This is an optimization exercise on Yosys and OpenROAD, whose aim is small area, not a production implementation.
The RTL was checked by simulation tests, not by an equivalence proof against the original design.
Power is estimated from default activity; no workload was simulated.

**design/flow/design.v**
```verilog
`timescale 1ns / 1ps
module debounce(input clk, input reset_n, input btn_input, output btn_output);
reg [8:0] counter;
assign btn_output = counter[8] & counter[7] & counter[6] & counter[5] & counter[3];
wire [9:0] carry;
wire [8:0] inc;
assign carry[0] = ~btn_output;  
genvar i;
generate for (i = 0; i < 9; i = i + 1) begin : g_inc
  assign inc[i] = counter[i] ^ carry[i];
  assign carry[i + 1] = counter[i] & carry[i];
end endgenerate
always @(posedge clk) begin
  if (~reset_n || btn_input == 0)
    counter <= 0;
  else
    counter <= inc;
end
endmodule
`timescale 1ns / 1ps
module player(
    input  clk,
    input  reset_n,
    input  [3:0] usr_btn,
    input  [1:0] game_state,
    output [11:0] x,
    output [11:0] y
);
function [32:0] add;  
    input [31:0] a, b;
    input cin;
    reg c;
    integer i;
    begin
        c = cin;
        for (i = 0; i < 32; i = i + 1) begin
            add[i] = a[i] ^ b[i] ^ c;
            c = (a[i] & b[i]) | (c & (a[i] ^ b[i]));
        end
        add[32] = c;
    end
endfunction
function ult;  
    input [31:0] a, b;
    integer i;
    begin
        ult = 1'b0;
        for (i = 0; i < 32; i = i + 1)
            ult = (~a[i] & b[i]) | (~(a[i] ^ b[i]) & ult);
    end
endfunction
reg  [14:0] hpos;
reg  [19:1] vpos;
reg  [19:1] speed;
reg  [26:0] speed_clk;
reg  face, facev;
reg  prev_btn_level;
wire btn_level, btn_pressed;
debounce btn_db(
  .clk(clk),
  .reset_n(reset_n),
  .btn_input(usr_btn[1]),
  .btn_output(btn_level)
);
wire [6:0] xo = hpos[14:8];
wire [8:0] xi = {xo[6] & xo[5], ~(xo[6] & xo[5]), xo[6] ^ xo[5], ~xo[5], xo[4:0]};
wire [9:0] yi = vpos[19:10];
assign x = {3'b000, xi};
assign y = {2'b00, yi};
wire move_r = face == 1 && ult(xo, 120) && usr_btn[0] == 1;    
wire move_l = face == 0 && (xo != 0) && usr_btn[2] == 1;       
wire [32:0] hsum = add({17'd0, hpos}, {32{move_l}}, move_r);
always @(posedge clk) begin
  if (~reset_n || game_state == 1) begin
    hpos <= {7'd118, 8'd0};  
    face <= 1;
  end else
    hpos <= hsum[14:0];
  if (usr_btn[0] == 1)
    face <= 1;
  else if (usr_btn[2] == 1)
    face <= 0;
end
wire above_floor = ult(yi, 178);      
wire at_floor    = (yi == 10'd178);
wire v_move = facev ? (yi != 0) : above_floor;
wire [19:1] vstep = {speed[19:5] | {15{facev}}, speed[4:1] ^ {4{facev}}} & {19{v_move}};
wire [32:0] vsum = add({13'd0, vpos}, {13'd0, vstep}, facev & v_move);
always @(posedge clk) begin
  if (~reset_n || game_state == 1)
    vpos <= {10'd177, 9'd0};
  else
    vpos <= vsum[18:0];
end
always @(posedge clk) begin
  if (~reset_n)
    prev_btn_level <= 0;
  else
    prev_btn_level <= btn_level;
end
assign btn_pressed = btn_level & ~prev_btn_level;
wire clk_due = |speed_clk[26:12] | (speed_clk[11] & |speed_clk[10:0]);  
wire jump = btn_pressed && at_floor;
wire slow_down = ~jump & facev & clk_due;                  
wire speed_up  = ~jump & ~facev & above_floor & clk_due;   
wire sc_clear  = ~reset_n | slow_down | speed_up;
wire [32:0] clk_inc = add({5'd0, speed_clk}, 32'd0, ~jump);
wire dec = slow_down & (speed[4:2] != 0);
wire [32:0] sp_lo = add({28'd0, speed[4:1]}, {28'd0, dec, dec, dec, 1'b0}, speed_up);
wire [32:0] sp_hi = add({17'd0, speed[19:5]}, 32'd0, sp_lo[4] & ~dec);
always @(posedge clk) begin
  if (sc_clear) speed_clk <= 0;
  else speed_clk <= clk_inc[26:0];
end
always @(posedge clk) begin
  if (~reset_n) begin
    speed <= 0;
    facev <= 1;
  end else if (jump) begin
    speed <= 10;  
    facev <= 1;
  end else begin
    speed <= {sp_hi[14:0], sp_lo[3:0]};
    if (slow_down && speed[4:2] == 0) facev <= 0;
  end
end
endmodule
`timescale 1ns / 1ps
module npc(
    input clk,
    input reset_n,
    input  [11:0] ball_pos_x,
    input  [11:0] ball_pos_y,
    input game_mode,  
    input [1:0] game_state,  
    output [11:0] npc_pos_x,
    output [11:0] npc_pos_y
);
function [32:0] add;  
    input [31:0] a, b;
    input cin;
    reg c;
    integer i;
    begin
        c = cin;
        for (i = 0; i < 32; i = i + 1) begin
            add[i] = a[i] ^ b[i] ^ c;
            c = (a[i] & b[i]) | (c & (a[i] ^ b[i]));
        end
        add[32] = c;
    end
endfunction
function ult;  
    input [31:0] a, b;
    integer i;
    begin
        ult = 1'b0;
        for (i = 0; i < 32; i = i + 1)
            ult = (~a[i] & b[i]) | (~(a[i] ^ b[i]) & ult);
    end
endfunction
reg  [14:0] hpos;
reg  [19:1] vpos;
reg  [19:1] speed;
reg  [26:0] speed_clk;
reg  [7:0]  doziness_clock;  
reg  face_v;
wire [6:0] xi = hpos[14:8];
wire [9:0] yi = vpos[19:10];
assign npc_pos_x = {5'd0, xi};
assign npc_pos_y = {2'b00, yi};
wire awake = (game_mode == 0 || ult(doziness_clock, 170));
wire [32:0] target = add({25'd0, xi}, {27'd0, 1'b1, 1'b0, hpos[1], ~hpos[1], hpos[0]}, 1'b0);
wire move_r = ult(xi, 120) && ult(target[31:0], {20'd0, ball_pos_x}) && awake;   
wire move_l = (xi != 0) && ult({20'd0, ball_pos_x}, target[31:0]) && awake;
wire [32:0] hsum = add({17'd0, hpos}, {32{move_l}}, move_r);
always @(posedge clk) begin
    if (~reset_n || game_state == 1) hpos <= {7'd1, 8'd0};
    else hpos <= hsum[14:0];
end
wire above_floor = ult(yi, 178);
wire at_floor    = (yi == 10'd178);
wire v_move = face_v ? (yi != 0) : above_floor;
wire [19:1] vstep = {speed[19:5] | {15{face_v}}, speed[4:1] ^ {4{face_v}}} & {19{v_move}};
wire [32:0] vsum = add({13'd0, vpos}, {13'd0, vstep}, face_v & v_move);
always @(posedge clk) begin
    if (~reset_n || game_state == 1) vpos <= {10'd177, 9'd0};
    else vpos <= vsum[18:0];
end
wire clk_due = |speed_clk[26:12] | (speed_clk[11] & |speed_clk[10:0]);  
wire jump = ult(ball_pos_y, 81) && at_floor;
wire slow_down = ~jump & face_v & clk_due;                  
wire speed_up  = ~jump & ~face_v & above_floor & clk_due;   
wire sc_clear  = ~reset_n | slow_down | speed_up;
wire [32:0] clk_inc = add({5'd0, speed_clk}, 32'd0, ~jump);
wire dec = slow_down & (speed[4:2] != 0);
wire [32:0] sp_lo = add({28'd0, speed[4:1]}, {28'd0, dec, dec, dec, 1'b0}, speed_up);
wire [32:0] sp_hi = add({17'd0, speed[19:5]}, 32'd0, sp_lo[4] & ~dec);
always @(posedge clk) begin
  if (sc_clear) speed_clk <= 0;
  else speed_clk <= clk_inc[26:0];
end
always @(posedge clk) begin
  if (~reset_n) begin
    speed <= 0;
    face_v <= 1;
  end else if (jump) begin
    speed <= 10;  
    face_v <= 1;
  end else begin
    speed <= {sp_hi[14:0], sp_lo[3:0]};
    if (slow_down && speed[4:2] == 0) face_v <= 0;
  end
end
wire [32:0] doz_inc = add({24'd0, doziness_clock}, 32'd0, 1'b1);
always @(posedge clk) begin
    if (~reset_n) doziness_clock <= 0;
    else if (game_mode == 1 && ult(doziness_clock, 244)) doziness_clock <= doz_inc[7:0];
    else doziness_clock <= 0;
end
endmodule
`timescale 1ns / 1ps
module Ball(
    input clk,
    input reset_n,
    input [11:0] Player_X,
    input [11:0] Player_Y,
    input [11:0] NPC_X,
    input [11:0] NPC_Y,
    input [1:0] game_state,  
    input who_win,  
    input smash,  
    input smash1,
    output [11:0] Ball_X,
    output [11:0] Ball_Y
);
function [32:0] add;  
    input [31:0] a, b;
    input cin;
    reg c;
    integer i;
    begin
        c = cin;
        for (i = 0; i < 32; i = i + 1) begin
            add[i] = a[i] ^ b[i] ^ c;
            c = (a[i] & b[i]) | (c & (a[i] ^ b[i]));
        end
        add[32] = c;
    end
endfunction
function ult;  
    input [31:0] a, b;
    integer i;
    begin
        ult = 1'b0;
        for (i = 0; i < 32; i = i + 1)
            ult = (~a[i] & b[i]) | (~(a[i] ^ b[i]) & ult);
    end
endfunction
reg [18:0] px;
reg [19:0] py;
reg [18:0] vy;
reg vx1, vx4;           
reg x_dir, y_dir;
reg clk_cnt;            
reg [12:0] smash_cnt;   
reg start;              
wire [11:0] X = px[18:7];
wire [11:0] Y = py[19:8];
assign Ball_X = X;
assign Ball_Y = Y;
wire check_cnt_max = clk_cnt;
wire check_smash_cnt_max = smash_cnt[12] & smash_cnt[9] & smash_cnt[8] & smash_cnt[7] & smash_cnt[3];
wire [32:0] spx = add({22'd0, X[8:0]}, ~{23'd0, Player_X[8:0]}, 1'b1);
wire [32:0] snx = add({24'd0, X[7:0]}, ~{25'd0, NPC_X[6:0]}, 1'b1);
wire [32:0] spy = add({21'd0, Y[10:0]}, ~{22'd0, Player_Y[9:0]}, 1'b1);
wire [32:0] sny = add({21'd0, Y[10:0]}, ~{22'd0, NPC_Y[9:0]}, 1'b1);
wire [9:0]  opx = {~spx[9], spx[8:0]};    
wire [8:0]  onx = {~snx[8], snx[7:0]};    
wire [11:0] opy = {~spy[11], spy[10:0]};  
wire [11:0] ony = {~sny[11], sny[10:0]};
wire px_ok = (X[11:9] == 0);
wire nx_ok = (X[11:8] == 0);
wire y_ok  = ~Y[11];
wire player_collison = px_ok && y_ok &&
                       ~ult(opx, 512 - 30) && ult(opx, 512 + 40) &&
                       ~ult(opy, 2048 - 30) && ult(opy, 2048 + 43);
wire player_left_e   = ult(opx, 512 - 6);
wire player_center_e = ~ult(opx, 512 - 7) && ult(opx, 512 + 19);
wire player_right_e  = ~ult(opx, 512 + 18);
wire player_top_e    = ult(opy, 2048 - 8);
wire NPC_collison = nx_ok && y_ok &&
                    ~ult(onx, 256 - 25) && ult(onx, 256 + 35) &&
                    ~ult(ony, 2048 - 30) && ult(ony, 2048 + 43);
wire NPC_left_e   = ult(onx, 256 - 6);
wire NPC_center_e = ~ult(onx, 256 - 7) && ult(onx, 256 + 19);
wire NPC_right_e  = ~ult(onx, 256 + 18);
wire NPC_top_e    = ult(ony, 2048 - 8);
wire net_x            = ~ult(X, 130) && ult(X, 167);
wire net_collison     = net_x && ~ult(Y, 120) && ult(Y, 4066);
wire net_collison_top = net_x && (Y == 12'd120);
wire player_on_ground = ult(Player_Y, 178);
wire NPC_on_ground    = ult(NPC_Y, 178);
wire [7:0] step_y = vy[18:11];
wire play = reset_n && game_state == 2'b10;
wire [32:0] ysum = add({12'd0, py}, (y_dir ? {24'd0, step_y} : ~{24'd0, step_y}) & {32{check_cnt_max}}, ~y_dir & check_cnt_max);
wire y_floor = check_cnt_max & ~y_dir & ~ysum[32];  
wire [32:0] xsum = add({13'd0, px}, {{29{~x_dir}}, vx4 ^ ~x_dir, ~x_dir, vx1 ^ ~x_dir} & {32{check_cnt_max}}, ~x_dir & check_cnt_max);
wire vy_nz = |vy;
wire [32:0] vsum = add({13'd0, vy}, {32{~y_dir & vy_nz}}, y_dir);
always @(posedge clk) begin
    if (~reset_n) clk_cnt <= 0;
    else clk_cnt <= ~clk_cnt;
end
wire [32:0] smash_inc = add({19'd0, smash_cnt}, 32'd0, ~check_smash_cnt_max);  
always @(posedge clk) begin
    if (~reset_n) begin
        smash_cnt <= 0;
        start <= 0;
    end else if (start) begin
        smash_cnt <= smash_inc[12:0];
        start <= ~check_smash_cnt_max;
    end else begin
        start <= ((player_collison && smash) || (NPC_collison && smash1));
        smash_cnt <= 0;
    end
end
always @(posedge clk) begin
    if (!play) begin
        px <= {(who_win ? NPC_X : Player_X), 7'd0};
        x_dir <= 1;
        vx1 <= 0;
        vx4 <= 0;
    end else begin
        px <= xsum[18:0];
        if (X == 12'b0) x_dir <= 1;
        else if (X == 12'd290) x_dir <= 0;
        else if (net_collison && X == 12'd130) x_dir <= 0;
        else if (net_collison && X == 12'd166) x_dir <= 1;
        else if (player_collison && smash) begin
            x_dir <= 0; vx1 <= 0; vx4 <= 1;
        end else if (NPC_collison && smash1) begin
            x_dir <= 1; vx1 <= 0; vx4 <= 1;
        end else if (player_collison && player_left_e && ~check_smash_cnt_max) begin
            x_dir <= 0; vx1 <= 1; vx4 <= 0;
        end else if (player_collison && player_right_e && ~check_smash_cnt_max) begin
            x_dir <= 1; vx1 <= 1; vx4 <= 0;
        end else if (NPC_collison && NPC_left_e && ~check_smash_cnt_max) begin
            x_dir <= 0; vx1 <= 1; vx4 <= 0;
        end else if (NPC_collison && NPC_right_e && ~check_smash_cnt_max) begin
            x_dir <= 1; vx1 <= 1; vx4 <= 0;
        end else if (NPC_collison && NPC_center_e && ~check_smash_cnt_max) begin
            vx1 <= 0; vx4 <= 0;
        end else if (player_collison && player_center_e && ~check_smash_cnt_max) begin
            vx1 <= 0; vx4 <= 0;
        end
    end
end
always @(posedge clk) begin
    if (!play) begin
        py <= {12'd30, 8'd0};
        y_dir <= 1;
    end else begin
        py <= y_floor ? 20'd0 : ysum[19:0];
        if (Y == 0 || step_y == 0) y_dir <= 1;
        else if (((player_collison && player_on_ground) || (NPC_collison && NPC_on_ground)) && smash) y_dir <= 1;
        else if (Y == 12'd190) y_dir <= 0;
        else if ((player_collison && player_top_e) || (NPC_collison && NPC_top_e) || net_collison_top) y_dir <= 0;
    end
end
always @(posedge clk) begin
    if (!play)
        vy <= 19'd1 << 11;
    else
        vy <= vsum[18:0];
end
endmodule
`timescale 1ns / 1ps
module main(
    input  clk,
    input  reset_n,
    input  [3:0] usr_btn,
    input [3:0] usr_sw,
    output [11:0] player_x,
    output [11:0] player_y,
    output [11:0] computer_x,
    output [11:0] computer_y,
    output [11:0] ball_x,
    output [11:0] ball_y,
    output reg [2:0] player_score,
    output reg [2:0] computer_score,
    output reg [1:0] state
    );
localparam [2:0] S_MAIN_INIT = 0 , S_MAIN_IDLE = 1,
                 S_MAIN_START = 2 ,  S_MAIN_WAIT1 =3, S_MAIN_PLAY = 4,
                 S_MAIN_CAL = 5 ,  S_MAIN_WAIT2 =6,
                 S_MAIN_END =7;
function [32:0] add;  
    input [31:0] a, b;
    input cin;
    reg c;
    integer i;
    begin
        c = cin;
        for (i = 0; i < 32; i = i + 1) begin
            add[i] = a[i] ^ b[i] ^ c;
            c = (a[i] & b[i]) | (c & (a[i] ^ b[i]));
        end
        add[32] = c;
    end
endfunction
function ult;  
    input [31:0] a, b;
    integer i;
    begin
        ult = 1'b0;
        for (i = 0; i < 32; i = i + 1)
            ult = (~a[i] & b[i]) | (~(a[i] ^ b[i]) & ult);
    end
endfunction
reg  [2:0] P, P_next;
reg [14:0] cnt;
reg win;  
reg [9:0] sm_clk;  
wire sm = usr_sw[1] == 1'b1 ? sm_clk[3] : 1'b1;
wire touched = ~ult(ball_y, 190);
wire start_done = cnt[14] & cnt[12] & cnt[11] & cnt[10] & cnt[9] & cnt[8] & cnt[6] & cnt[4] & cnt[3] & cnt[2] & cnt[1] & cnt[0];
wire wait_done  = cnt[13] & cnt[11] & cnt[10] & cnt[9] & cnt[8] & cnt[7] & cnt[5] & cnt[4];
wire sm_wrap = sm_clk[9] & sm_clk[8] & sm_clk[7] & sm_clk[6] & sm_clk[5] & sm_clk[3] & sm_clk[0];
Ball ball(
    .clk(clk),
    .reset_n(reset_n),
    .Player_X(player_x),
    .Player_Y(player_y),
    .NPC_X(computer_x),
    .NPC_Y(computer_y),
    .game_state(state),
    .who_win(win),
    .smash(usr_btn[3]),
    .smash1(sm),
    .Ball_X(ball_x),
    .Ball_Y(ball_y)
);
player players(
    .clk(clk),
    .reset_n(reset_n),
    .usr_btn(usr_btn),
    .game_state(state),
    .x(player_x),
    .y(player_y)
);
npc npcs(
    .clk(clk),
    .reset_n(reset_n),
    .ball_pos_x(ball_x),
    .ball_pos_y(ball_y),
    .game_mode(usr_sw[1]),
    .game_state(state),
    .npc_pos_x(computer_x),
    .npc_pos_y(computer_y)
);
always @(posedge clk) begin
  if (~reset_n || P == S_MAIN_INIT || P == S_MAIN_START)
    state <= 0;
  else if (P == S_MAIN_WAIT1)
    state <= 1;
  else if (P == S_MAIN_PLAY)
    state <= 2;
  else if (P == S_MAIN_END)
    state <= 3;
end
always @(posedge clk) begin
  if (~reset_n) P <= S_MAIN_INIT;
  else P <= P_next;
end
wire [32:0] sm_inc = add({22'd0, sm_clk}, 32'd0, 1'b1);
wire [32:0] cnt_inc = add({17'd0, cnt}, 32'd0, 1'b1);
wire point = (P == S_MAIN_PLAY) && touched;
wire npc_point = ~ult(ball_x, 160);
wire [32:0] ps_inc = add({29'd0, player_score}, 32'd0, point & ~npc_point);
wire [32:0] cs_inc = add({29'd0, computer_score}, 32'd0, point & npc_point);
always @(posedge clk) begin
  if (~reset_n || P == S_MAIN_INIT || sm_wrap) sm_clk <= 0;
  else sm_clk <= sm_inc[9:0];
end
always @(posedge clk) begin
  if (~reset_n || !(P == S_MAIN_START || P == S_MAIN_WAIT1) || (P == S_MAIN_START && start_done))
    cnt <= 0;
  else
    cnt <= cnt_inc[14:0];
end
always @(*) begin
  case (P)
    S_MAIN_INIT:  P_next = S_MAIN_IDLE;
    S_MAIN_IDLE:  P_next = (usr_sw[0] == 0) ? S_MAIN_START : S_MAIN_IDLE;
    S_MAIN_START: P_next = start_done ? S_MAIN_WAIT1 : S_MAIN_START;
    S_MAIN_WAIT1: P_next = wait_done ? S_MAIN_PLAY : S_MAIN_WAIT1;
    S_MAIN_PLAY:  P_next = touched ? S_MAIN_WAIT2 : S_MAIN_PLAY;
    S_MAIN_WAIT2: P_next = S_MAIN_CAL;
    S_MAIN_CAL:   P_next = (player_score == 7 || computer_score == 7) ? S_MAIN_END : S_MAIN_WAIT1;
    default:      P_next = usr_sw[0] ? S_MAIN_INIT : S_MAIN_END;  
  endcase
end
always @(posedge clk) begin
  if (~reset_n || P == S_MAIN_INIT) begin
    player_score <= 0;
    computer_score <= 0;
    win <= 0;
  end else begin
    player_score <= ps_inc[2:0];
    computer_score <= cs_inc[2:0];
    if (point) win <= npc_point;
  end
end
endmodule
```
**design/flow/flow/run.sh**
```bash
#!/bin/bash
# Layout flow: the standard ORFS flow (standard.sh) with two changes:
#  - synthesis maps the logic with an area-oriented ABC script (flow/abc_area.script);
#    everything before ABC, and so every register, is as in the standard synthesis
#  - the port buffers that placement adds are the smallest buffer, buf_1
set -euo pipefail
here=$(pwd)
rm -rf "$here/scripts"
cp -r "$FLOW_HOME/scripts" "$here/scripts"
cp "$here/flow/abc_area.script" "$here/scripts/abc_area.script"
export SCRIPTS_DIR="$here/scripts"
export ABC_AREA=1
export BUFFER_PORTS_ARGS="-buffer_cell sky130_fd_sc_hd__buf_1"
bash standard.sh > "$here/standard.log" 2>&1
```
**design/flow/flow/abc_area.script**
```
strash
&get -n
&deepsyn -T 60
&put
dch -f
amap
topo
stime -c
```
**design/flow/standard.sh**
```bash
#!/bin/bash
# synth_recipe.tcl (not shown) runs the flow's synth.tcl, then flattens the netlist and writes it again
# the make line also repeats each setting of config.mk as NAME=value (left out here)
make -C /OpenROAD-flow-scripts/flow DESIGN_CONFIG=/design/flow/config.mk WORK_HOME=/design/flow/orfs CLKGATE_MAP_FILE= SYNTH_SCRIPT=/design/flow/synth_recipe.tcl "${@:-finish}"
```
**design/flow/config.mk**
```make
export PLATFORM = sky130hd
export DESIGN_NAME = main
export DESIGN_NICKNAME = main
export VERILOG_FILES = /design/flow/design.v
export SDC_FILE = /design/flow/constraint.sdc
export NUM_CORES = 4
export LEC_CHECK = 0
export CAP_MARGIN = 0
export CORE_MARGIN = 2
export CORE_UTILIZATION = 75
export CTS_BUF_LIST = sky130_fd_sc_hd__clkbuf_8
export CTS_CLUSTER_DIAMETER = 50
export CTS_CLUSTER_SIZE = 25
export SLEW_MARGIN = 0
```
**design/flow/constraint.sdc**
```tcl
create_clock -name core_clock -period 10.0 [get_ports {clk}]
set_input_delay 2.0000 -clock core_clock [delete_from_list [all_inputs] [get_ports {clk}]]
set_output_delay 2.0000 -clock core_clock [all_outputs]
set_load 0.01 [all_outputs]
```
==> summary.md, run 1 <==
| Metric | Value |
|---|---|
| Initial antenna violation count | 0 |
| Max Clock Skew | 0.0262 ns |
| # fillers | 1322 |
| Fraction of layout cells with a size suffix above 1 | between 4 and 5% |
| Worst R2R Path Depth | 30 |
| Via Count | roughly 10000 |
| Clk slew on worst S/H paths | 0.09 ns |
| Placed Cells | 1785 |
| Lkg Pwr | 7.54 nW |
| Async S/R FF share, synth | 0% |
| Synthesis-stage register bit count | 295 |
| Tmin final | roughly 9.5 ns |
| Inserted Diodes | 0 |
| Power per standard cell area | 160 nW/um^2 |
| R2R Setup Slk | approximately 0.54 ns |
| Finished Layout Cells | approximately 1800 |
| I/O Buffers | 75 |
| Mapped Area | 15900 sq um |
| DR pass1 iterations | 5 |
| Max-cap violations | 0 |
| CP Launch Type | register |
| Hold crit path type | register to register |
| Post-route DRC | 0 |
| Area delta synth->final | 6.46% |
| # H-tree levels | 1 |
| Vias/cell | about 5.6 |
| Setup violations, final | 0 |
| Post-CTS Setup Bufs | 0 |
| Die Wd | 150 um |
| Final Hold Fails | 0 |
| WP data arrival | between 9 and 10 ns |
| Register area share after synthesis | 37.1% |
| WS Path Type | register to register |
| First-pass GRT wire length | 50.5 mm |
| Global route total overflow | 0 |
| Rows | 53 |
| Routed WL | 29.5 mm |
| Critical Path End Type | register |
| Fin nets | 1872 |
| Post-cts resize count | 0 |
| CTS tree | built |
| Main synth FF type | dfxtp_1 |
| Fmax | 106 MHz |
| Tightest Pin Transition | around 0.99 ns |
| Crit path required time | 10.52 ns |
| Die Area | 22400 sq um |
| Slew Viols, Final | 0 |
| Status | no timing/DRC/antenna violations |
| DRT antenna net count | 0 |
| Post-synth cell types | 47 |
| Largest net degree at the start of global routing | 60 |
| Clock tree root driver cell | clkbuf_8 |
| Die height | 150 um |
| Total CTS buffers | 30 |
| Synth area leaders | dfxtp_1 (37%), fa_1 (20%), ha_1 (13%) |
| Setup TNS | 0 ns |
| Hold-critical path depth | 1 |
| GRT Util Overall | 28.0% |
| Io pins | 90 |
| Avg Synthesized Cell Area | between 10 and 15 sq um |
| Crit share post-route | 94.6% |
| HPWL Detailed | 21.8 mm |
| Critical Path Max Stage Delay | 0.46 ns |
| Worst skew pair latency | 0.61 ns |
| Initial Util | 76.0% |
| Slew HR | between 30% and 40% |
| RSZ-0062 raised after global routing | false |
| CP max-delay cell | fa_1 |
| Count leader, synth | dfxtp_1 |
| Commonest cells post-synth | dfxtp_1 (295), nor2b_1 (168), ha_1 (161) |
| Vias in the first global route | 10500 |
| Clock Sinks | a little under 300 |
| Core region area | 21000 sq um |
| Synth top area share | 37.1% |
| Number of flops mapped to enable cells by yosys | 0 |
| Starting DRT DRC Count | roughly 490 |
| Largest fanout on the critical path | 5 |
| Peak VDD IR | 0.159 mV |
| Max Buffers Root-to-Sink | 3 |
| Number of synthesis warnings | 5 |
| Syn Inst Count | ~1500 |
| Placer Congestion | 0.912 |
| Synth area leader | dfxtp_1 |
| CTS Hold Bufs | 0 |
| Most used cell along the critical path | fa_1 |
| WL/cell | 16.0 um |
==> where the power goes <==
group / switching [mW] / leakage [nW] / internal [mW]
Sequential: 0.0635 / 2.39 / 1.22
Combinational: 0.312 / 4.80 / 0.237
Clock: 0.485 / 0.362 / 0.402
Total: 0.861 / 7.54 / 1.85
==> layout by cell type (no fill, tap or decap), drive strengths merged, types with 17 or more instances in the layout <==
master and n:
fa 159, nand3 19, nor4 22, o21ai 31
clkinv 152, or2 17, nor3 17, a21oi 28
nor2b 168, dfxtp 295, ha 161, and3 55
o21a 37, nand2 42, clkbuf 32, buf 87
nor2 109
==> worst max-delay path: cells and delay by family, from the launching register on <==
family,cells,cell delay (ns)
buf+inv,2,0.11
simple gates,2,0.14
flops,1,0.40
fa+ha+maj,22,8.03
compound gates,4,0.72
==> final cells by class <==
cell class | instances | area [sq um] | share of cell area (%)
well taps | 275 | 344 | 2.03
multi-input cells | 986 | 9060 | 53.4
flip-flops and latches | 295 | 5910 | 34.8
inverters | 141 | 529 | 3.12
clock buffers | 31 | 427 | 2.52
clock inverters | 25 | 308 | 1.82
repair buffers | 88 | 380 | 2.24
==> worst paths after layout <==
check / from / to
worst max register to register: npcs.hpos[8]$_SDFF_PP1_ / npcs.hpos[14]$_SDFF_PP0_
worst min-delay path: npcs.doziness_clock[0]$_SDFF_PN0_ / npcs.doziness_clock[0]$_SDFF_PN0_
worst min register to register: npcs.doziness_clock[0]$_SDFF_PN0_ / npcs.doziness_clock[0]$_SDFF_PN0_
worst max-delay path: npcs.hpos[8]$_SDFF_PP1_ / npcs.hpos[14]$_SDFF_PP0_
==> per-layer routing <==
layer	GRT usage (%)	wire length, um	up-vias
met1	36.6	12600	5038
li1	-	-	5040
met5	0	0	-
met4	9.39	964	0
met3	4.57	1430	74
met2	47.9	14600	227
==> kinds of logic after synthesis <==
| logic type | count (synthesis) | synth area share, % |
|---|---|---|
| flops | 295 | 37.1 |
| fa+ha+maj | 320 | 32.6 |
| buf+inv | 209 | 6.53 |
| other cells | 1 | 0.0235 |
| compound gates | 168 | 7.13 |
| simple gates | 486 | 16.6 |
==> registers in the layout (all words and copies together), names as in the netlist, 19 cells and up <==
name and cells:
ball.py 20, players.speed_clk 27, npcs.speed_clk 27, players.vpos 19, ball.px 19, npcs.speed 19
npcs.vpos 19, ball.vy 19, players.speed 19
==> through the flow <==
step	power, mW	util [%]	cell area, sq um	setup slack (ns)	hold slack (ns)
after floorplan	1.72	-	16000	0.411	0.399
after global placement	1.81	77.4	16200	0.680	0.410
after detailed placement	1.85	77.4	16200	0.565	0.416
after CTS	2.73	80.9	17000	0.445	0.430
after global routing	2.87	80.9	17000	0.0245	0.451
final	2.71	80.9	17000	0.542	0.430
==> run 2: changes to the inputs <==
==> design/flow/flow/run.sh (replaced) <==
#!/bin/bash
# Layout flow: the standard ORFS flow (standard.sh) with these changes:
#  - synthesis maps the logic with an area-oriented ABC script (flow/abc_area.script);
#    everything before ABC, and so every register, is as in the standard synthesis
#  - the port buffers that placement adds are the smallest buffer, buf_1
#  - clock tree synthesis inserts no dummy loads (clock buffers, clustering as in config.mk)
set -euo pipefail
here=$(pwd)
rm -rf "$here/scripts"
cp -r "$FLOW_HOME/scripts" "$here/scripts"
cp "$here/flow/abc_area.script" "$here/scripts/abc_area.script"
export SCRIPTS_DIR="$here/scripts"
export ABC_AREA=1
export BUFFER_PORTS_ARGS="-buffer_cell sky130_fd_sc_hd__buf_1"
export CTS_ARGS="-sink_clustering_enable -repair_clock_nets -dont_use_dummy_load -sink_clustering_size 25 -sink_clustering_max_diameter 50 -buf_list sky130_fd_sc_hd__clkbuf_8"
bash standard.sh > "$here/standard.log" 2>&1
==> design/flow/config.mk (replaced) <==
export PLATFORM = sky130hd
export DESIGN_NAME = main
export DESIGN_NICKNAME = main
export VERILOG_FILES = /design/flow/design.v
export SDC_FILE = /design/flow/constraint.sdc
export NUM_CORES = 4
export LEC_CHECK = 0
export CAP_MARGIN = 20
export CORE_MARGIN = 2
export CORE_UTILIZATION = 75
export CTS_BUF_LIST = sky130_fd_sc_hd__clkbuf_8
export CTS_CLUSTER_DIAMETER = 50
export CTS_CLUSTER_SIZE = 25
export SLEW_MARGIN = 20
==> run 2 against run 1 <==
Clock skew rose by 0.033 ns. Final cell count shrank 1.4%. Worst setup slack improved by 0.016 ns. Still clean. Critical endpoint unchanged. Sequential power barely moved. Global-route usage fell by 0.74 points.
==> summary.md, run 2 <==
| Metric | Value |
|---|---|
| Tightest Pin Transition | 0.984 ns |
| Die Area | 22400 sq um |
| First-pass GRT wire length | 49.3 mm |
| Routed WL | 28.6 mm |
| Top Usage Layer GRT | met2 |
| Main synth FF type | dfxtp_1 |
| Largest net degree at the start of global routing | 60 |
| Placer Congestion | slightly above 0.9 |
| Max-cap violations | 0 |
| DR pass1 iterations | 5 |
| Setup violations, final | 0 |
| Crit share post-route | 94.4% |
| Most used cell along the critical path | fa_1 |
| Avg Synthesized Cell Area | 10.8 sq um |
| Total CTS buffers | 30 |
| Number of synthesis warnings | 5 |
| CP Launch Type | register |
| Grt met3 use | 4.66% |
| Placed Cells | between 1500 and 2000 |
| Initial Util | 76.0% |
| Crit path required time | 10.49 ns |
| Count leader, synth | dfxtp_1 |
| CTS tree | built |
| Fin nets | between 1500 and 2000 |
| Slew HR | between 30 and 40% |
| Post-CTS Setup Bufs | 0 |
| Lkg Pwr | around 7.4 nW |
| Placement Setup Slack | 0.565 ns |
| Max Clock Skew | between 0.05 and 0.06 ns |
| Finished Layout Cells | 1815 |
| I/O Buffers | 75 |
| Initial antenna violation count | 0 |
| Commonest cells post-synth | dfxtp_1 (295), nor2b_1 (168), ha_1 (161) |
| Hold crit path type | register to register |
| Clk slew on worst S/H paths | 0.08 ns |
| Largest registers | npcs.speed_clk (27), players.speed_clk (27), ball.py (20) |
| Tmin final | 9.44 ns |
| Final WS setup | ~0.56 ns |
| Global route total overflow | 0 |
| Post-cts resize count | 0 |
| WL/cell | 15.8 um |
| Critical Path Max Stage Delay | 0.46 ns |
| Mapped Area | 15900 sq um |
| Largest fanout on the critical path | 5 |
| DRT antenna net count | 0 |
| Fmax | 106 MHz |
| Starting DRT DRC Count | between 300 and 400 |
| Worst skew pair latency | 0.61 ns |
| Clock Sinks | 295 |
| Final Hold Fails | 0 |
| Die Wd | about 150 um |
| Status | no timing/DRC/antenna violations |
| Area delta synth->final | 4.45% |
| Vias/cell | 5.64 |
| WP data arrival | 9.93 ns |
| Synthesis-stage register bit count | a little under 300 |
| WHS | around 0.42 ns |
| Max Buffers Root-to-Sink | 3 |
| Synth area leader | dfxtp_1 |
| # H-tree levels | 1 |
| Inserted Diodes | 0 |
| HPWL Detailed | 21.8 mm |
| Most common cell after layout, fill and taps aside | dfxtp_1 |
| Rows | 53 |
| Worst R2R Path Depth | 30 |
| Slew Viols, Final | 0 |
| Synth top area share | between 30% and 40% |
| Register area share after synthesis | 37.1% |
| Vias in the first global route | 10400 |
| Synth area leaders | dfxtp_1 (37%), fa_1 (20%), ha_1 (13%) |
| M1 GR Usage | between 30 and 40% |
| Syn Inst Count | 1479 |
| Die height | approximately 150 um |
| Post-synth cell types | 47 |
| Fraction of layout cells with a size suffix above 1 | under 10% |
| Async S/R FF share, synth | 0% |
| Most frequent cells in the layout | dfxtp_1 (295), nor2b_1 (168), ha_1 (161) |
| Setup TNS | 0 ns |
| GRT Util Overall | 27.3% |
| Post-route DRC | 0 |
| WS Path Type | register to register |
| Number of flops mapped to enable cells by yosys | 0 |
| CTS Hold Bufs | 0 |
| Critical Path End Type | register |
| CP max-delay cell | fa_1 |
| Peak VDD IR | 0.122 mV |
| Total Power | 2.46 mW |
| Io pins | 90 |
| Met2 Use GR | 46.6% |
| Via Count | 10200 |
| Core region area | 21000 sq um |
| Hold-critical path depth | 1 |
| RSZ-0062 raised after global routing | false |
| Power per standard cell area | 148 nW/um^2 |
| Clock tree root driver cell | clkbuf_8 |
[run 2: cell counts after synthesis]
Identical to the previous run, type by type.
[run 2: per-stage QoR]
stage               util [%]  area [sq um]
floorplan                  -         16000
global placement        77.4         16200
detailed placement      77.4         16200
CTS                     79.4         16600
global route            79.4         16600
finish                  79.4         16600
[run 2: routing by layer]
layer,up-vias,share of wire (%)
met1,4952,44
li1,5014,-
met5,-,0
met3,66,4.4
met2,209,49
met4,0,3.0
[run 2: worst paths after layout]
kind	end	start	slack [ns]
max	npcs.hpos[14]$_SDFF_PP0_	npcs.hpos[8]$_SDFF_PP1_	0.56
min	npcs.doziness_clock[0]$_SDFF_PN0_	npcs.doziness_clock[0]$_SDFF_PN0_	0.42
max reg2reg	npcs.hpos[14]$_SDFF_PP0_	npcs.hpos[8]$_SDFF_PP1_	0.56
min reg2reg	npcs.doziness_clock[0]$_SDFF_PN0_	npcs.doziness_clock[0]$_SDFF_PN0_	0.42
[run 2: area by class of cell]
type / instances / area (sq um)
multi-input combinational: 986 / 9060
inverter: 141 / 529
timing repair buffer: 88 / 380
fill: 1377 / 4320
tap: 275 / 344
sequential: 295 / 5910
clock buffer: 30 / 413
[run 2: logic make-up after synthesis]
family                     Yosys count  share of synthesized area [%]
buffers and inverters              209                           6.53
AOI/OAI and AO/OA                  168                           7.13
adders and majority gates          320                           32.6
other                                1                         0.0235
DFF                                295                           37.1
and+or+nand+nor                    486                           16.6
[run 2: worst max-delay path, delay by kind of cell (launching register included)]
kind / cells / cell delay (ns)
adders and majority gates: 22 / 8.03
AOI/OAI and AO/OA: 4 / 0.72
DFF: 1 / 0.39
and+or+nand+nor: 2 / 0.14
buffers and inverters: 2 / 0.11
[run 2: report_power, final]
group | switching, mW | internal [mW]
registers | 0.0630 | 1.22
clock network | 0.373 | 0.265
logic | 0.309 | 0.236
total | 0.745 | 1.72
==> run 3: changes to the inputs <==
==> design/flow/run.sh (new file) <==
#!/bin/bash
# synth_recipe.tcl (not shown) runs the flow's synth.tcl, then flattens the netlist and writes it again
# the make line also repeats each setting of config.mk as NAME=value (left out here)
make -C /OpenROAD-flow-scripts/flow DESIGN_CONFIG=/design/flow/config.mk WORK_HOME=/design/flow/orfs CLKGATE_MAP_FILE= SYNTH_SCRIPT=/design/flow/synth_recipe.tcl finish
removed: design/flow/flow/run.sh
removed: design/flow/flow/abc_area.script
removed: design/flow/standard.sh
==> run 3 against run 2 <==
Still clean. Core utilization rose by 3.3 points. Fmax fell by 1.5%. Via count rose by 5.7%. Global-route usage rose by 1.1 points. Flip-flop and latch count did not move. Final area rose by 8.5%. Critical path depth rose by 1. Worst setup slack got worse by 0.15 ns. Largest cell class unchanged.
==> summary.md, run 3 <==
| Metric | Value |
|---|---|
| Status | no timing/DRC/antenna violations |
| Worst R2R Path Depth | 31 |
| Crit path required time | 10.56 ns |
| # H-tree levels | 1 |
| Clock Sinks | 295 |
| Critical Path End Type | register |
| DRT antenna net count | 0 |
| Most frequent cells in the layout | dfxtp_1 (295), and2_1 (165), ha_1 (161) |
| Die Wd | 153 um |
| CTS tree | built |
| Final Hold Fails | 0 |
| Clock tree root driver cell | clkbuf_8 |
| WP data arrival | 10.15 ns |
| Number of flops mapped to enable cells by yosys | 0 |
| Post-synth cell types | 87 |
| I/O Buffers | 75 |
| Hold-critical path depth | 1 |
| CP Depth | 31 |
| GRT Util Overall | about 28% |
| Largest registers | npcs.speed_clk (27), players.speed_clk (27), ball.py (20) |
| Initial Util | between 70% and 80% |
| Number of synthesis warnings | 5 |
| Design Area, Final | roughly 18000 sq um |
| HPWL Detailed | about 23 mm |
| Peak VDD IR | approximately 0.13 mV |
| WHS | between 0.4 and 0.5 ns |
| Hold crit path type | register to register |
| Via Count | 10800 |
| Async S/R FF share, synth | 0% |
| Vias/cell | 5.68 |
| Post-route DRC | 0 |
| WL/cell | 16.8 um |
| CP Launch Type | register |
| First-pass GRT wire length | 54.7 mm |
| Worst path top cell family by delay | adder cells |
| Power per standard cell area | 160 nW/um^2 |
| Commonest cells post-synth | dfxtp_1 (295), and2_1 (165), ha_1 (161) |
| Fin nets | 1932 |
| Vias in the first global route | 11100 |
| RSZ-0062 raised after global routing | false |
| Rows | 54 |
| Total CTS buffers | 30 |
| Most common cell after layout, fill and taps aside | dfxtp_1 |
| Placer Congestion | 0.855 |
| Initial antenna violation count | 0 |
| WS Path Type | register to register |
| Syn Inst Count | 1579 |
| Crit share post-route | 95.9% |
| Most used cell along the critical path | fa_1 |
| Count leader, synth | dfxtp_1 |
| Avg Synthesized Cell Area | 10.6 sq um |
| Synth area leaders | dfxtp_1 (35%), fa_1 (19%), ha_1 (12%) |
| Post-DP Area | 17300 sq um |
| Clk slew on worst S/H paths | about 0.10 ns |
| DR pass1 iterations | 5 |
| Max-cap violations | 0 |
| R2R Setup Slk | 0.41 ns |
| Slew HR | 47.1% |
| Io pins | 90 |
| Slew Viols, Final | 0 |
| Setup violations, final | 0 |
| Critical Path Max Stage Delay | 0.45 ns |
| Worst skew pair latency | 0.63 ns |
| Max Clock Skew | 0.0268 ns |
| Mapped Area | 16700 sq um |
| Fraction of layout cells with a size suffix above 1 | 7.13% |
| Tmin final | 9.59 ns |
| Routed WL | 32.1 mm |
| Setup TNS | 0 ns |
| Die Area | 23400 sq um |
| Die height | around 150 um |
| Lkg Pwr | roughly 8.5 nW |
| Global route total overflow | 0 |
| Register area share after synthesis | 35.4% |
| Area delta synth->final | 8.27% |
| Tightest Pin Transition | 0.786 ns |
| CP max-delay cell | or4_1 |
| Inserted Diodes | 0 |
| Max Buffers Root-to-Sink | 3 |
| Synth top area share | a little over a third |
| Fmax | 104 MHz |
| Main synth FF type | dfxtp_1 |
| Synthesis-stage register bit count | 295 |
| Starting DRT DRC Count | between 600 and 700 |
| Largest net degree at the start of global routing | 66 |
| Synth area leader | dfxtp_1 |
| Core region area | approximately 22000 sq um |
| Buf+Inv Stages, Crit Path | 2 |
| Largest fanout on the critical path | 3 |
run 3: cell count changes in the layout (fill, tap and decap cells not counted), sizes merged, moves of 69 or more:
cell and change:
inv +116, clkinv -130, buf -69, clkdlybuf4s50 +75, and2 +166, nor2b -157
run 3: power by group:
part | switching, mW | internal [mW]
registers | 0.0759 | 1.22
logic | 0.401 | 0.329
clock network | 0.488 | 0.384
total | 0.965 | 1.93
run 3: worst reg2reg max path: cells and delay by family, from the launching register on:
family	cells	cell delay, ns
AND/OR/NAND/NOR	4	1.00
XOR/XNOR	1	0.16
AO/OA/AOI/OAI	2	0.36
buffers and inverters	2	0.09
flip-flops	1	0.34
adder cells (fa/ha/maj)	22	7.57
run 3: final cells by class:
cell class	count	area (sq um)
flip-flops and latches	295	5910
well taps	280	350
multi-input cells	1073	9780
clock buffers	32	440
clock inverters	24	288
inverters	109	409
repair buffers	93	886
fillers	1308	3770
run 3: what timing repair did:
item / in CTS / in global routing
setup buffers: 0 / 0
hold buffers: 0 / 0
endpoints found under the setup margin: 0 / 1
resized for setup: 0 / 6
run 3: final timing paths:
kind	start	to
max	npcs.hpos[0]$_SDFF_PP0_	npcs.hpos[14]$_SDFF_PP0_
min	npcs.doziness_clock[0]$_SDFF_PN0_	npcs.doziness_clock[0]$_SDFF_PN0_
max reg2reg	npcs.hpos[0]$_SDFF_PP0_	npcs.hpos[14]$_SDFF_PP0_
min reg2reg	npcs.doziness_clock[0]$_SDFF_PN0_	npcs.doziness_clock[0]$_SDFF_PN0_
run 3: layer usage:
metal | track usage [%] | vias up | part of all wire (%)
met1 | 37.9 | 5277 | 44
met4 | 8.38 | 0 | 2.7
met2 | 48.8 | 244 | 49
met3 | 3.71 | 69 | 4.0
li1 | - | 5237 | -
met5 | 0 | - | 0
run 3: logic make-up after synthesis:
family / synth area share (%)
compound gates: 5.51
xor+xnor: 2.05
fa+ha+maj: 31.2
buf+inv: 6.56
flops: 35.4
mux: 0.420
other cells: 0.0225
simple gates: 18.9
run 3: stage by stage:
stage / utilization [%] / total power [mW] / cells / worst slack, ns
final: 82.7 / 2.90 / 1906 / 0.412
after global placement: 79.3 / 2.00 / 1850 / 0.259
after floorplan: - / 1.84 / 1590 / 0.00591
after CTS: 82.7 / 2.90 / 1906 / 0.0465
after detailed placement: 79.3 / 2.03 / 1850 / 0.136
after global routing: 82.7 / 3.05 / 1906 / 0.0244
==> run 4: changes to the inputs <==
--- a/design/flow/design.v
+++ b/design/flow/design.v
@@ -257,55 +257,52 @@
             ult = (~a[i] & b[i]) | (~(a[i] ^ b[i]) & ult);
     end
 endfunction
-reg [18:0] px;
-reg [19:0] py;
+reg [15:0] px;
+reg [15:0] py;
 reg [18:0] vy;
 reg vx1, vx4;           
 reg x_dir, y_dir;
 reg clk_cnt;            
 reg [12:0] smash_cnt;   
 reg start;              
-wire [11:0] X = px[18:7];
-wire [11:0] Y = py[19:8];
+wire [11:0] X = {3'd0, px[15:7]};
+wire [11:0] Y = {4'd0, py[15:8]};
 assign Ball_X = X;
 assign Ball_Y = Y;
 wire check_cnt_max = clk_cnt;
 wire check_smash_cnt_max = smash_cnt[12] & smash_cnt[9] & smash_cnt[8] & smash_cnt[7] & smash_cnt[3];
 wire [32:0] spx = add({22'd0, X[8:0]}, ~{23'd0, Player_X[8:0]}, 1'b1);
 wire [32:0] snx = add({24'd0, X[7:0]}, ~{25'd0, NPC_X[6:0]}, 1'b1);
-wire [32:0] spy = add({21'd0, Y[10:0]}, ~{22'd0, Player_Y[9:0]}, 1'b1);
-wire [32:0] sny = add({21'd0, Y[10:0]}, ~{22'd0, NPC_Y[9:0]}, 1'b1);
+wire [32:0] spy = add({24'd0, Y[7:0]}, ~{22'd0, Player_Y[9:0]}, 1'b1);
+wire [32:0] sny = add({24'd0, Y[7:0]}, ~{22'd0, NPC_Y[9:0]}, 1'b1);
 wire [9:0]  opx = {~spx[9], spx[8:0]};    
 wire [8:0]  onx = {~snx[8], snx[7:0]};    
-wire [11:0] opy = {~spy[11], spy[10:0]};  
-wire [11:0] ony = {~sny[11], sny[10:0]};
-wire px_ok = (X[11:9] == 0);
-wire nx_ok = (X[11:8] == 0);
-wire y_ok  = ~Y[11];
-wire player_collison = px_ok && y_ok &&
-                       ~ult(opx, 512 - 30) && ult(opx, 512 + 40) &&
-                       ~ult(opy, 2048 - 30) && ult(opy, 2048 + 43);
+wire [10:0] opy = {~spy[10], spy[9:0]};  
+wire [10:0] ony = {~sny[10], sny[9:0]};
+wire nx_ok = ~X[8];
+wire player_collison = ~ult(opx, 512 - 30) && ult(opx, 512 + 40) &&
+                       ~ult(opy, 1024 - 30) && ult(opy, 1024 + 43);
 wire player_left_e   = ult(opx, 512 - 6);
 wire player_center_e = ~ult(opx, 512 - 7) && ult(opx, 512 + 19);
 wire player_right_e  = ~ult(opx, 512 + 18);
-wire player_top_e    = ult(opy, 2048 - 8);
-wire NPC_collison = nx_ok && y_ok &&
+wire player_top_e    = ult(opy, 1024 - 8);
+wire NPC_collison = nx_ok &&
                     ~ult(onx, 256 - 25) && ult(onx, 256 + 35) &&
-                    ~ult(ony, 2048 - 30) && ult(ony, 2048 + 43);
+                    ~ult(ony, 1024 - 30) && ult(ony, 1024 + 43);
 wire NPC_left_e   = ult(onx, 256 - 6);
 wire NPC_center_e = ~ult(onx, 256 - 7) && ult(onx, 256 + 19);
 wire NPC_right_e  = ~ult(onx, 256 + 18);
-wire NPC_top_e    = ult(ony, 2048 - 8);
+wire NPC_top_e    = ult(ony, 1024 - 8);
 wire net_x            = ~ult(X, 130) && ult(X, 167);
-wire net_collison     = net_x && ~ult(Y, 120) && ult(Y, 4066);
+wire net_collison     = net_x && ~ult(Y, 120);
 wire net_collison_top = net_x && (Y == 12'd120);
 wire player_on_ground = ult(Player_Y, 178);
 wire NPC_on_ground    = ult(NPC_Y, 178);
 wire [7:0] step_y = vy[18:11];
 wire play = reset_n && game_state == 2'b10;
-wire [32:0] ysum = add({12'd0, py}, (y_dir ? {24'd0, step_y} : ~{24'd0, step_y}) & {32{check_cnt_max}}, ~y_dir & check_cnt_max);
+wire [32:0] ysum = add({16'd0, py}, (y_dir ? {24'd0, step_y} : ~{24'd0, step_y}) & {32{check_cnt_max}}, ~y_dir & check_cnt_max);
 wire y_floor = check_cnt_max & ~y_dir & ~ysum[32];  
-wire [32:0] xsum = add({13'd0, px}, {{29{~x_dir}}, vx4 ^ ~x_dir, ~x_dir, vx1 ^ ~x_dir} & {32{check_cnt_max}}, ~x_dir & check_cnt_max);
+wire [32:0] xsum = add({16'd0, px}, {{29{~x_dir}}, vx4 ^ ~x_dir, ~x_dir, vx1 ^ ~x_dir} & {32{check_cnt_max}}, ~x_dir & check_cnt_max);
 wire vy_nz = |vy;
 wire [32:0] vsum = add({13'd0, vy}, {32{~y_dir & vy_nz}}, y_dir);
 always @(posedge clk) begin
@@ -327,12 +324,12 @@
 end
 always @(posedge clk) begin
     if (!play) begin
-        px <= {(who_win ? NPC_X : Player_X), 7'd0};
+        px <= {(who_win ? NPC_X[8:0] : Player_X[8:0]), 7'd0};
         x_dir <= 1;
         vx1 <= 0;
         vx4 <= 0;
     end else begin
-        px <= xsum[18:0];
+        px <= xsum[15:0];
         if (X == 12'b0) x_dir <= 1;
         else if (X == 12'd290) x_dir <= 0;
         else if (net_collison && X == 12'd130) x_dir <= 0;
@@ -358,10 +355,10 @@
 end
 always @(posedge clk) begin
     if (!play) begin
-        py <= {12'd30, 8'd0};
+        py <= {8'd30, 8'd0};
         y_dir <= 1;
     end else begin
-        py <= y_floor ? 20'd0 : ysum[19:0];
+        py <= y_floor ? 16'd0 : ysum[15:0];
         if (Y == 0 || step_y == 0) y_dir <= 1;
         else if (((player_collison && player_on_ground) || (NPC_collison && NPC_on_ground)) && smash) y_dir <= 1;
         else if (Y == 12'd190) y_dir <= 0;
==> design/flow/flow/run.sh (new file) <==
#!/bin/bash
# Layout flow: the standard ORFS flow (standard.sh) with these changes:
#  - synthesis maps the logic with an area-oriented ABC script (flow/abc_area.script);
#    everything before ABC, and so every register, is as in the standard synthesis
#  - the port buffers that placement adds are the smallest buffer, buf_1
#  - clock tree synthesis inserts no dummy loads (clock buffers, clustering as in config.mk)
set -euo pipefail
here=$(pwd)
rm -rf "$here/scripts"
cp -r "$FLOW_HOME/scripts" "$here/scripts"
cp "$here/flow/abc_area.script" "$here/scripts/abc_area.script"
export SCRIPTS_DIR="$here/scripts"
export ABC_AREA=1
export BUFFER_PORTS_ARGS="-buffer_cell sky130_fd_sc_hd__buf_1"
export CTS_ARGS="-sink_clustering_enable -repair_clock_nets -dont_use_dummy_load -sink_clustering_size 16 -sink_clustering_max_diameter 50 -buf_list sky130_fd_sc_hd__clkbuf_8"
bash standard.sh > "$here/standard.log" 2>&1
==> design/flow/flow/abc_area.script (new file) <==
strash
&get -n
&deepsyn -T 60
&put
dch -f
amap
topo
stime -c
==> design/flow/standard.sh (new file) <==
#!/bin/bash
# synth_recipe.tcl (not shown) runs the flow's synth.tcl, then flattens the netlist and writes it again
# the make line also repeats each setting of config.mk as NAME=value (left out here)
make -C /OpenROAD-flow-scripts/flow DESIGN_CONFIG=/design/flow/config.mk WORK_HOME=/design/flow/orfs CLKGATE_MAP_FILE= SYNTH_SCRIPT=/design/flow/synth_recipe.tcl "${@:-finish}"
removed: design/flow/run.sh
==> run 4 against run 3 <==
Global-route usage is 1.4 points lower. Via count shrank 8.5%. Largest cell class unchanged. First-iteration DRC count is 16% lower. Worst setup slack improved by 0.076 ns. Combinational power shrank 19%. Clock skew increased by 0.0070 ns. Synthesized cell count down 8.6%. Sequential share of layout area is 2.9 points higher. Register-to-register slack better by 0.08 ns. Non-clock buffer count decreased by 10. Fmax increased by 0.80%. Highest routed layer unchanged. Worst hold slack better by 0.015 ns.
==> summary.md, run 4 <==
| Metric | Value |
|---|---|
| Synth area leader | dfxtp_1 |
| Critical hold path startpoint | npcs.doziness_clock[0]$_SDFF_PN0_ |
| CP Launch Type | register |
| Mux cell area share after synthesis | 0% |
| Via Count | a little under 10000 |
| Rows | 52 |
| Synthesis-stage register bit count | 288 |
| Reg-to-Reg Start | npcs.hpos[8]$_SDFF_PP1_ |
| Max Buffers Root-to-Sink | 3 |
| GRT Util Overall | 27.0% |
| Syn Inst Count | 1443 |
| Tmin final | 9.51 ns |
| Register area share after synthesis | around 37% |
| Post-synthesis simple-gate area fraction | 16.9% |
| Placer Congestion | 0.845 |
| Inserted Diodes | 0 |
| Routed WL | 27.8 mm |
| Fraction of layout cells with a size suffix above 1 | 3.32% |
| Synth area leaders | dfxtp_1 (37%), fa_1 (19%), ha_1 (13%) |
| RSZ-0062 raised after global routing | false |
| Die height | 148 um |
| Hold crit path type | register to register |
| Async S/R FF share, synth | 0% |
| HPWL Detailed | 21.2 mm |
| Clock power share | about 25% |
| Total Power | 2.47 mW |
| Max-cap violations | 0 |
| DR pass1 iterations | 5 |
| Power share of the combinational group | 24.0% |
| WS Path Type | register to register |
| Clock Sinks | 288 |
| Critical Path Source | npcs.hpos[8]$_SDFF_PP1_ |
| Fin util | 80.0% |
| Status | no timing/DRC/antenna violations |
| Setup violations, final | 0 |
| Critical Path Max Stage Delay | 0.46 ns |
| Number of synthesis warnings | 5 |
| Peak VDD IR | 0.117 mV |
| Initial antenna violation count | 0 |
| Starting DRT DRC Count | 514 |
| Compound-Gate Fraction of Synth Area | 7.04% |
| Initial Util | 76.6% |
| Switching Share | 31.0% |
| CTS Hold Bufs | 0 |
| Post-route DRC | 0 |
| Total internal power | 1.70 mW |
| # H-tree levels | 1 |
| DRT antenna net count | 0 |
| Post-cts resize count | 0 |
| Commonest cells post-synth | dfxtp_1 (288), nor2b_1 (164), ha_1 (163) |
| Synth Area in Adders | 32.3% |
| Global route total overflow | 0 |
| Largest family of logic cells by synthesized area | adder cells |
| Most frequent cells in the layout | dfxtp_1 (288), nor2b_1 (164), ha_1 (163) |
| Synth top area share | 37.2% |
| Largest registers | npcs.speed_clk (27), players.speed_clk (27) |
| Power per standard cell area | about 150 nW/um^2 |
| Fin nets | 1827 |
| Clock tree root driver cell | clkbuf_8 |
| Die Area | 21800 sq um |
| Fmax | 105 MHz |
| Final Hold Fails | 0 |
| Vias/cell | 5.58 |
| WL/cell | 15.7 um |
| Most common cell after layout, fill and taps aside | dfxtp_1 |
| Core region area | 20200 sq um |
| Post-CTS Setup Bufs | 0 |
| CTS tree | built |
| Die Wd | 148 um |
| Io pins | 90 |
| Tightest Pin Transition | 0.992 ns |
| XOR/XNOR Fraction of Synth Area | 0% |
| Crit share post-route | 95.1% |
| Main synth FF type | dfxtp_1 |
| Max Clock Skew | 0.0338 ns |
| Most used cell along the critical path | fa_1 |
| First-pass GRT wire length | 48.0 mm |
| Vias in the first global route | around 10000 |
| Area delta synth->final | 4.46% |
| Slew Viols, Final | 0 |
| Count leader, synth | dfxtp_1 |
| Slew HR | ~32% |
| Seq pwr share | 51.4% |
| CP max-delay cell | fa_1 |
| Largest fanout on the critical path | 2 |
| Crit path required time | between 10 and 15 ns |
| Setup TNS | 0 ns |
| I/O Buffers | 68 |
| Worst skew pair latency | 0.57 ns |
| Critical Path End Type | register |
| Mapped Area | 15500 sq um |
| Number of flops mapped to enable cells by yosys | 0 |
| Sw power | 0.765 mW |
| Avg Synthesized Cell Area | 10.7 sq um |
| Lkg Pwr | roughly 7.2 nW |
| Clk slew on worst S/H paths | 0.09 ns |
| Largest net degree at the start of global routing | 70 |
| WP data arrival | 9.95 ns |
| Post-synth cell types | 47 |
| Total CTS buffers | 28 |
## run 4: critical path, delay by kind of cell, from the launching register on
kind,cells,cell delay [ns]
buf+inv,2,0.12
compound gates,4,0.71
flops,1,0.33
simple gates,3,0.20
fa+ha+maj,22,8.00
## run 4: logic make-up (layout without fill, tap and decap cells)
| group | count (synthesis) | count (layout) |
|---|---|---|
| flops | 288 | 288 |
| fa+ha+maj | 311 | 311 |
| buf+inv | 203 | 246 |
| compound gates | 157 | 157 |
| other cells | 1 | 19 |
| simple gates | 483 | 483 |
## run 4: metrics by stage
stage	worst slack, ns	std cells	hold WS [ns]	area (sq um)
after floorplan	0.312	1461	0.399	15600
after global placement	0.612	1746	0.410	15800
after detailed placement	0.523	1746	0.429	15800
after CTS	0.461	1774	0.445	16200
after global routing	0.0852	1774	0.456	16200
final	0.488	1774	0.441	16200
## run 4: final timing paths
| check | to | slack (ns) | cells after the start |
|---|---|---|---|
| worst max-delay path | npcs.hpos[14]$_SDFF_PP0_ | 0.49 | 31 |
| worst max register to register | npcs.hpos[14]$_SDFF_PP0_ | 0.49 | 31 |
| worst min-delay path | npcs.doziness_clock[0]$_SDFF_PN0_ | 0.44 | 1 |
| worst min register to register | npcs.doziness_clock[0]$_SDFF_PN0_ | 0.44 | 1 |
## run 4: cell type report
class / instances / area (sq um)
flip-flops and latches: 288 / 5770
multi-input cells: 970 / 8830
fillers: 1325 / 4040
inverters: 135 / 507
repair buffers: 83 / 369
well taps: 270 / 338
clock buffers: 28 / 385
## run 4: power by group through the flow
stage / clock network, mW / logic (mW) / registers [mW]
2_1_floorplan: 0 / 0.470 / 1.27
3_3_place_gp: 0 / 0.559 / 1.29
3_5_place_dp: 0 / 0.586 / 1.30
4_1_cts: 0.621 / 0.595 / 1.27
5_1_grt: 0.664 / 0.678 / 1.28
6_report: 0.607 / 0.592 / 1.27
## run 4: layer usage
metal,vias to the layer above,track usage [%],part of all wire (%)
met5,-,0,0
met4,0,9.13,2.9
met3,60,4.26,4.9
met2,224,45.9,48
met1,4729,35.6,44
li1,4890,-,-
==> run 5: changes to the inputs <==
--- a/design/flow/config.mk
+++ b/design/flow/config.mk
@@ -7,8 +7,8 @@
 export LEC_CHECK = 0
 export CAP_MARGIN = 20
 export CORE_MARGIN = 2
-export CORE_UTILIZATION = 75
+export CORE_UTILIZATION = 85
 export CTS_BUF_LIST = sky130_fd_sc_hd__clkbuf_8
 export CTS_CLUSTER_DIAMETER = 50
-export CTS_CLUSTER_SIZE = 25
+export CTS_CLUSTER_SIZE = 16
 export SLEW_MARGIN = 20
==> run 5 against run 4 <==
Non-clock buffer count is 3 lower. Global-route usage is 6.1 points higher. Clock power is 3% lower. Count of clock-buffer cells in the layout is 2 lower. Routed wire length is 10% higher. Power is 0.51% higher. Final cell count is 2.6% lower. Critical endpoint unchanged. Largest cell class unchanged.
==> summary.md, run 5 <==
| Metric | Value |
|---|---|
| Critical hold path startpoint | npcs.doziness_clock[0]$_SDFF_PN0_ |
| Count leader, synth | dfxtp_1 |
| Synth top area share | a little under two fifths |
| DRT antenna net count | 0 |
| Fin nets | 1822 |
| Status | no timing/DRC/antenna violations |
| Hold EP | npcs.doziness_clock[0]$_SDFF_PN0_ |
| Worst skew pair latency | 0.58 ns |
| Final Hold Fails | 0 |
| Largest family of logic cells by synthesized area | adder cells |
| Synthesis-stage register bit count | 288 |
| First-pass GRT wire length | 52.4 mm |
| WP data arrival | 10.03 ns |
| Commonest cells post-synth | dfxtp_1 (288), nor2b_1 (164), ha_1 (163) |
| Via Count | between 10000 and 15000 |
| Grt met3 use | under 10% |
| # H-tree levels | 1 |
| DR pass1 iterations | 5 |
| I/O Buffers | 68 |
| Tightest Pin Transition | 1.03 ns |
| Clock power share | 23.8% |
| Placer Congestion | approximately 0.87 |
| XOR/XNOR Fraction of Synth Area | 0% |
| Setup violations, final | 0 |
| Number of flops mapped to enable cells by yosys | 0 |
| Global route total overflow | 0 |
| Worst R2R Path Depth | 31 |
| Vias in the first global route | 11100 |
| Area delta synth->final | 3.86% |
| Switching Share | approximately a third |
| Number of synthesis warnings | 5 |
| Inserted Diodes | 0 |
| Starting DRT DRC Count | a little under 700 |
| Largest registers | npcs.speed_clk (27), players.speed_clk (27) |
| Rows | 49 |
| Synth Area in Adders | 32.3% |
| RR Endpoint | npcs.hpos[14]$_SDFF_PP0_ |
| Lkg Pwr | 7.17 nW |
| Avg Synthesized Cell Area | 10.7 sq um |
| Fmax | 104 MHz |
| Crit path required time | between 10 and 15 ns |
| Most used cell along the critical path | fa_1 |
| Crit share post-route | 95.9% |
| Largest fanout on the critical path | 2 |
| Hold-critical path depth | 1 |
| Tmin final | 9.59 ns |
| Post-route DRC | 0 |
| Sw power | 0.787 mW |
| Fraction of layout cells with a size suffix above 1 | 3.07% |
| Post-synthesis simple-gate area fraction | 16.9% |
| GRT Util Overall | between 30% and 40% |
| Vias/cell | 6.04 |
| CP Launch Type | register |
| Post-DP Area | 15700 sq um |
| M1 GR Usage | 41.9% |
| Mux cell area share after synthesis | 0% |
| Post-synth cell types | 47 |
| Critical Path End Type | register |
| Die Wd | approximately 140 um |
| Max-cap violations | 0 |
| Clk slew on worst S/H paths | 0.10 ns |
| Synth area leader | dfxtp_1 |
| Async S/R FF share, synth | 0% |
| Power share of the combinational group | 24.9% |
| Critical Path Max Stage Delay | 0.48 ns |
| WS Path Type | register to register |
| Largest net degree at the start of global routing | 70 |
| Routed WL | 30.7 mm |
| Slew HR | 30.9% |
| Setup TNS | 0 ns |
| Met2 Use GR | 57.5% |
| Most common cell after layout, fill and taps aside | dfxtp_1 |
| Main synth FF type | dfxtp_1 |
| Most frequent cells in the layout | dfxtp_1 (288), nor2b_1 (164), ha_1 (163) |
| R2R Setup Slk | 0.41 ns |
| Io pins | 90 |
| Slew Viols, Final | 0 |
| Clock Sinks | ~290 |
| Total internal power | 1.69 mW |
| Syn Inst Count | 1443 |
| CP max-delay cell | fa_1 |
| Reg-to-Reg Start | npcs.hpos[0]$_SDFF_PP0_ |
| Register area share after synthesis | roughly 37% |
| Max Clock Skew | 0.0454 ns |
| Initial antenna violation count | 0 |
| CTS tree | built |
| Hold crit path type | register to register |
| Synth area leaders | dfxtp_1 (37%), fa_1 (19%), ha_1 (13%) |
| Mapped Area | approximately 16000 sq um |
| Placement Setup Slack | 0.438 ns |
| Compound-Gate Fraction of Synth Area | 7.04% |
| RSZ-0062 raised after global routing | false |
| Design Area, Final | 16100 sq um |
| Seq pwr share | 51.3% |
| Final WS setup | 0.408 ns |
| Die Area | 19300 sq um |
| CTS Hold Bufs | 0 |
| HPWL Detailed | 22.7 mm |
| Post-CTS Setup Bufs | 0 |
| Clock tree root driver cell | clkbuf_8 |
| Top Usage Layer GRT | met2 |
| Max Buffers Root-to-Sink | 3 |
| Total CTS buffers | 26 |
| WL/cell | around 18 um |
| Initial Util | 86.6% |
| Core region area | 17900 sq um |
| Power per standard cell area | 154 nW/um^2 |
| Die height | 139 um |
| Peak VDD IR | 0.213 mV |
## run 5: changes by cell type in the layout (fill, tap and decap cells not counted), sizes merged
cell / change
buf: -3
clkbuf: -2
## run 5: critical path, delay by kind of cell, from the launching register on
family,cells,cell delay (ns)
and+or+nand+nor,3,0.22
DFF,1,0.34
adders and majority gates,22,8.04
buffers and inverters,2,0.11
AOI/OAI and AO/OA,4,0.75
## run 5: repair_timing
action	CTS	global route
endpoints found under the setup margin	0	1
resized for setup	0	1
hold endpoints to repair	0	0
## run 5: power groups by stage
stage	clock (mW)	sequential, mW	combinational [mW]
floorplan	0	1.27	0.470
global placement	0	1.30	0.547
detailed placement	0	1.30	0.606
CTS	0.596	1.27	0.614
global route	0.635	1.28	0.690
finish	0.591	1.27	0.617
## run 5: routing by layer
metal	vias up	share of wire, %
met5	-	0
met4	0	4.7
met3	114	5.7
met2	372	49
met1	5068	40
li1	4883	-
## run 5: how the worst max path moves through the flow
stage | start | end | slack (ns) | cells past startpoint
2_1_floorplan | npcs.hpos[8]$_SDFF_PP1_ | npcs.hpos[14]$_SDFF_PP0_ | 0.31 | 31
3_3_place_gp | npcs.hpos[0]$_SDFF_PP0_ | npcs.hpos[14]$_SDFF_PP0_ | 0.74 | 31
3_5_place_dp | npcs.hpos[8]$_SDFF_PP1_ | npcs.hpos[14]$_SDFF_PP0_ | 0.44 | 31
4_1_cts | npcs.hpos[0]$_SDFF_PP0_ | npcs.hpos[14]$_SDFF_PP0_ | 0.37 | 31
5_1_grt | npcs.vpos[13]$_SDFF_PP0_ | npcs.vpos[19]$_SDFF_PP0_ | 0.08 | 30
6_report | npcs.hpos[0]$_SDFF_PP0_ | npcs.hpos[14]$_SDFF_PP0_ | 0.41 | 31
## run 5: cell families (layout without fill, tap and decap cells)
logic type / after synthesis / count (layout)
other cells: 1 / 19
buf+inv: 203 / 241
flops: 288 / 288
simple gates: 483 / 483
fa+ha+maj: 311 / 311
compound gates: 157 / 157
## run 5: area by class of cell
type	instances	area [sq um]
Multi-Input combinational cell	970	8840
Inverter	135	507
Sequential cell	288	5770
Timing Repair Buffer	80	347
Fill cell	794	1800
Clock buffer	26	358
Tap cell	229	287
## run 5: per-stage QoR
stage / power, mW / util (%) / std cells / hold WS, ns
final: 2.48 / 89.9 / 1728 / 0.433
after CTS: 2.48 / 89.9 / 1728 / 0.432
after global placement: 1.84 / 87.9 / 1702 / 0.408
after floorplan: 1.74 / - / 1461 / 0.399
after global routing: 2.60 / 89.9 / 1728 / 0.458
after detailed placement: 1.90 / 87.9 / 1702 / 0.419

==> re-timing with driven ports <==
The flow's constraints put no driver on any port. The routed layouts listed below were extracted and timed again, unchanged, in two steps. Step 1 (the two cells are an assumption about what drives the block):
set clk [get_ports {clk}]
set_driving_cell -lib_cell sky130_fd_sc_hd__clkbuf_16 $clk
set_driving_cell -lib_cell sky130_fd_sc_hd__buf_2 [delete_from_list [all_inputs] $clk]
Step 2 moves the port delays by t, midway between the first and last clock arrival at a register: inputs arrive t later, outputs are due t later. That takes back most of the time a late clock gives input paths. Slacks: no drivers / after step 1 / after step 2; pairs: no drivers / after step 1.
run | t (ns) | slack for setup (ns) | worst setup path at the end | slew at the worst register clock pin (ns) | worst slew at a driven data input, ns
run 1 | 0.647 | 0.542 / 0.542 / 0.542 | register to register | 0.11 / 0.11 | 0.04
run 2 | 0.627 | 0.558 / 0.558 / 0.558 | register to register | 0.11 / 0.11 | 0.04
run 3 | 0.663 | 0.412 / 0.412 / 0.383 | input to register | 0.10 / 0.10 | 0.06
run 4 | 0.599 | 0.488 / 0.488 / 0.488 | register to register | 0.10 / 0.10 | 0.03
run 5 | 0.602 | 0.408 / 0.408 / 0.408 | register to register | 0.10 / 0.10 | 0.04
After both steps setup and hold are still met in every run listed. For run 3, which loses most, drivers alone change the setup slack by 0.000 ns; drivers and shift together by -0.029 ns.
